From an optimization exercise on the open Yosys and OpenROAD flow, aimed at small area; shortcuts taken in it are not production practice.
Only simulation tests tie the RTL to the original design; equivalence was not proved.
The clock input has no modelled driver; a real chip could not lean on it and would need a root buffer or a full tree.
Power figures rest on the tool's default switching activity, not on a simulated workload.

==> module vga, before the edit <==
module vga(
	input            vgaclk,
	input            rst,       
	output reg [6:0] hq,
	output reg [2:0] hr,
	output reg [6:0] vq,
	output reg [2:0] vr,
	output           hsync,
	output           vsync
);
	wire hr_wrap   = hr[2] & hr[1];                           
	wire line_end  = hq[6] & hq[5] & hq[4] & hq[1] & (hr == 3'd1);  
	wire vr_wrap   = vr[2] & vr[1];                           
	wire frame_end = vq[6] & vq[3] & vq[1] & vr_wrap;         
	always @(posedge vgaclk) begin
		if (!rst || line_end) begin
			hq <= 7'd0;
			hr <= 3'd0;
		end else if (hr_wrap) begin
			hq <= hq + 7'd1;
			hr <= 3'd0;
		end else begin
			hr <= hr + 3'd1;
		end
		if (!rst || (line_end && frame_end)) begin
			vq <= 7'd0;
			vr <= 3'd0;
		end else if (line_end) begin
			if (vr_wrap) begin
				vq <= vq + 7'd1;
				vr <= 3'd0;
			end else begin
				vr <= vr + 3'd1;
			end
		end
	end
	assign hsync = !((hq > 7'd93 && hq < 7'd107) ||
	                 (hq == 7'd93 && hr >= 3'd5) ||
	                 (hq == 7'd107 && hr <= 3'd2));
	assign vsync = !(vq[6] & ~vq[3] & vq[2] & vq[1] & ~vq[0] & ~vr[2] & ~vr[1]);
endmodule
clock: 39.7 ns
lec_check: 0
cap_margin: 20
core_margin: 2
core_utilization: 40
slew_margin: 20
standard.sh (not shown) runs the stock make flow with config.mk's settings and CLKGATE_MAP_FILE= SYNTH_SCRIPT=/design/flow/synth_recipe.tcl, a recipe that flattens the netlist after the stock synthesis.
==> flow/flow/run.sh <==
#!/bin/bash
# Own layout flow: the standard synthesis, its combinational logic re-mapped
# for area (flip-flops untouched), then the standard ORFS layout with the
# port buffers made of the smallest buffer cell.
set -euo pipefail
WORK=$PWD
FLOWDIR=$WORK/flow
R=$WORK/orfs/results/$FLOW_PLATFORM/display_top/base

bash standard.sh synth > $WORK/std_synth.log 2>&1

cp $R/1_2_yosys.v $WORK/std_netlist.v
LIB=$FLOW_HOME/platforms/sky130hd/lib/sky130_fd_sc_hd__tt_025C_1v80.lib
DU=$(cat $FLOWDIR/dont_use.txt)
# deepsyn is randomised: in each of a few stages, run rounds of it and
# mapping with eight seeds (four at a time) from the best netlist so far,
# and keep the smallest netlist found
NSTAGE=6
NSEED=8
cp $WORK/std_netlist.v $WORK/resynth_in_0.v
BESTA=1e12
for T in $(seq 1 $NSTAGE); do
  for S in $(seq 1 $NSEED); do
    while [ $(jobs -rp | wc -l) -ge 4 ]; do sleep 1; done
    for K in 1 2 3 4; do sed "s/@SEED@/$((T * 100 + S * 10 + K))/" $FLOWDIR/resynth_round.abc; done > $WORK/resynth_${T}_$S.abc
    LIB_FILE=$LIB STD_NETLIST=$WORK/resynth_in_$((T - 1)).v OUT_NETLIST=$WORK/resynth_netlist_${T}_$S.v \
      ABC_SCRIPT=$WORK/resynth_${T}_$S.abc DONT_USE_ARGS="$DU" RESYNTH_STAT=$WORK/resynth_stat_${T}_$S.txt \
      yosys -c $FLOWDIR/resynth.tcl > $WORK/resynth_${T}_$S.log 2>&1 &
  done
  wait
  cp $WORK/resynth_in_$((T - 1)).v $WORK/resynth_in_$T.v
  for S in $(seq 1 $NSEED); do
    A=$(awk '/Chip area/{print $NF}' $WORK/resynth_stat_${T}_$S.txt 2>/dev/null || true)
    if [ -n "$A" ] && [ -s $WORK/resynth_netlist_${T}_$S.v ] && awk -v a="$A" -v b="$BESTA" 'BEGIN{exit !(a < b)}'; then
      BESTA=$A
      cp $WORK/resynth_netlist_${T}_$S.v $WORK/resynth_in_$T.v
      echo "stage $T: seed $S, area $A" >> $WORK/resynth_choice.txt
    fi
  done
done
if [ "$BESTA" = 1e12 ]; then echo "resynthesis failed" >&2; exit 1; fi
cp $WORK/resynth_in_$NSTAGE.v $WORK/resynth_netlist.v
cp $WORK/resynth_netlist.v $R/1_2_yosys.v
rm -f $R/1_synth.odb $R/1_synth.sdc

ARGS=("BUFFER_PORTS_ARGS=-buffer_cell sky130_fd_sc_hd__buf_1"
  "CTS_ARGS=-repair_clock_nets -dont_use_dummy_load -buf_list sky130_fd_sc_hd__clkbuf_8 -root_buf sky130_fd_sc_hd__clkbuf_8")
bash standard.sh "${ARGS[@]}" cts > $WORK/std_place_cts.log 2>&1
CTS_ODB=$R/4_cts.odb CLK_PORT=clk openroad -no_init -exit $FLOWDIR/cts_trim.tcl > $WORK/cts_trim.log 2>&1
bash standard.sh "${ARGS[@]}" finish > $WORK/std_layout.log 2>&1
Other scripts of this flow, unchanged in this note and not shown: flow/flow/cts_trim.tcl, flow/flow/dont_use.txt, flow/flow/resynth.tcl, flow/flow/resynth_round.abc
Next try:
--- a/flow/design.v
+++ b/flow/design.v
@@ -117,37 +117,33 @@
 	output reg [2:0] vr,
 	output           hsync,
 	output           vsync
 );
-	wire hr_wrap   = hr[2] & hr[1];                           
-	wire line_end  = hq[6] & hq[5] & hq[4] & hq[1] & (hr == 3'd1);  
-	wire vr_wrap   = vr[2] & vr[1];                           
+	wire hr_wrap   = hr[2] & ~hr[1] & ~hr[0];                 
+	wire line_end  = hq[6] & hq[5] & hq[4] & hq[1] & (hr == 3'b001);  
+	wire vr_wrap   = vr[2] & ~vr[1] & ~vr[0];                 
 	wire frame_end = vq[6] & vq[3] & vq[1] & vr_wrap;         
 	always @(posedge vgaclk) begin
 		if (!rst || line_end) begin
 			hq <= 7'd0;
 			hr <= 3'd0;
-		end else if (hr_wrap) begin
-			hq <= hq + 7'd1;
-			hr <= 3'd0;
 		end else begin
-			hr <= hr + 3'd1;
+			if (hr_wrap)
+				hq <= hq + 7'd1;
+			hr <= {hr[1:0], ~(hr[2] ^ hr[1])};
 		end
 		if (!rst || (line_end && frame_end)) begin
 			vq <= 7'd0;
 			vr <= 3'd0;
 		end else if (line_end) begin
-			if (vr_wrap) begin
+			if (vr_wrap)
 				vq <= vq + 7'd1;
-				vr <= 3'd0;
-			end else begin
-				vr <= vr + 3'd1;
-			end
+			vr <= {vr[1:0], ~(vr[2] ^ vr[1])};
 		end
 	end
 	assign hsync = !((hq > 7'd93 && hq < 7'd107) ||
-	                 (hq == 7'd93 && hr >= 3'd5) ||
-	                 (hq == 7'd107 && hr <= 3'd2));
+	                 (hq == 7'd93 && (hr == 3'b010 || hr == 3'b100)) ||
+	                 (hq == 7'd107 && (hr == 3'b000 || hr == 3'b001 || hr == 3'b011)));
 	assign vsync = !(vq[6] & ~vq[3] & vq[2] & vq[1] & ~vq[0] & ~vr[2] & ~vr[1]);
 endmodule
 module display_top (
 	input         clk,     
=> The changed run produced a clean layout. Wire length rises by a few percent. Cell area is about the same. Worst setup slack gets worse by 0.52 ns. Die area barely changes. Sequential power barely changes. Maximum frequency falls by a few percent. Hold slack gets better by 0.0062 ns. Cell count falls by a few percent. Register-to-register slack gets worse by 0.61 ns.

---

== pepper ==
display_top, a different RTL version from the one above (not shown whole).
For scale: ~230 cells after synthesis, about 80 I/O pins.
clock: 39.7 ns
lec_check: 0
cap_margin: 20
core_margin: 2
core_utilization: 40
slew_margin: 20
Scripts as last shown in full above: flow/flow/run.sh
Other scripts of this flow, unchanged in this note and not shown: flow/flow/cts_trim.tcl, flow/flow/dont_use.txt, flow/flow/resynth.tcl, flow/flow/resynth_round.abc
Changes in garnet relative to pepper:
--- a/flow/design.v
+++ b/flow/design.v
@@ -121,37 +121,33 @@
 	output reg [2:0] vr,
 	output           hsync,
 	output           vsync
 );
-	wire hr_wrap   = hr[2] & hr[1];                           
-	wire line_end  = hq[6] & hq[5] & hq[4] & hq[1] & (hr == 3'd1);  
-	wire vr_wrap   = vr[2] & vr[1];                           
+	wire hr_wrap   = hr[2] & ~hr[1] & ~hr[0];                 
+	wire line_end  = hq[6] & hq[5] & hq[4] & hq[1] & (hr == 3'b001);  
+	wire vr_wrap   = vr[2] & ~vr[1] & ~vr[0];                 
 	wire frame_end = vq[6] & vq[3] & vq[1] & vr_wrap;         
 	always @(posedge vgaclk) begin
 		if (!rst || line_end) begin
 			hq <= 7'd0;
 			hr <= 3'd0;
-		end else if (hr_wrap) begin
-			hq <= hq + 7'd1;
-			hr <= 3'd0;
 		end else begin
-			hr <= hr + 3'd1;
+			if (hr_wrap)
+				hq <= hq + 7'd1;
+			hr <= {hr[1:0], ~(hr[2] ^ hr[1])};
 		end
 		if (!rst || (line_end && frame_end)) begin
 			vq <= 7'd0;
 			vr <= 3'd0;
 		end else if (line_end) begin
-			if (vr_wrap) begin
+			if (vr_wrap)
 				vq <= vq + 7'd1;
-				vr <= 3'd0;
-			end else begin
-				vr <= vr + 3'd1;
-			end
+			vr <= {vr[1:0], ~(vr[2] ^ vr[1])};
 		end
 	end
 	assign hsync = !((hq > 7'd93 && hq < 7'd107) ||
-	                 (hq == 7'd93 && hr >= 3'd5) ||
-	                 (hq == 7'd107 && hr <= 3'd2));
+	                 (hq == 7'd93 && (hr == 3'b010 || hr == 3'b100)) ||
+	                 (hq == 7'd107 && (hr == 3'b000 || hr == 3'b001 || hr == 3'b011)));
 	assign vsync = !(vq[6] & ~vq[3] & vq[2] & vq[1] & ~vq[0] & ~vr[2] & ~vr[1]);
 endmodule
 module display_top (
 	input         clk,     
Notes after the runs:
Looking at final period demand of the worst path, garnet sits 0.72 ns lower than pepper does. Comparing pepper with garnet, the proportion of cell area spent on the clock network came out essentially unchanged. From pepper to garnet the numbers moved as follows: total non-filler cell area in the finished layout climbed 45 µm²; final routed wirelength across all metal layers climbed 120 µm; die area climbed about 2.3%; total placed instance area climbed about 2%; combinational power dropped about 1%. Comparing the two runs side by side, garnet comes out behind pepper on via count. Sequential fraction of design power: garnet < pepper. garnet -> pepper: final setup violation count flat. Compared with pepper, garnet shows cell count that has gone up slightly.

==> re-timing with driven ports <==
Ports are ideal in the flow. The routed layouts listed here were re-timed in OpenROAD. Step 1 sets driving cells, clkbuf_16 on the clock port and buf_2 on the other inputs (assumed; they add their load-dependent delay and slew). Step 2 adds t to the input delays and takes it off the output delays; t is the mean of the earliest and latest rising clock arrival at the registers after step 1. Input paths then give back, and output paths get back, about the clock's delay inside the block. Slacks: no drivers / after step 1 / after step 2; pairs: no drivers / after step 1.
run	t (ns)	slack for setup (ns)	slew at the worst register clock pin (ns)	cell pins on the clock port's net
the first run of note 1	0.169	28.885 / 28.897 / 28.727	0.08 / 0.08	2
the second run of note 1	0.169	28.362 / 28.370 / 28.201	0.08 / 0.08	2
pepper	0.167	28.122 / 28.131 / 27.965	0.08 / 0.08	2
garnet	0.171	28.842 / 28.852 / 28.681	0.08 / 0.08	2
After both steps setup and hold are still met in every run listed.
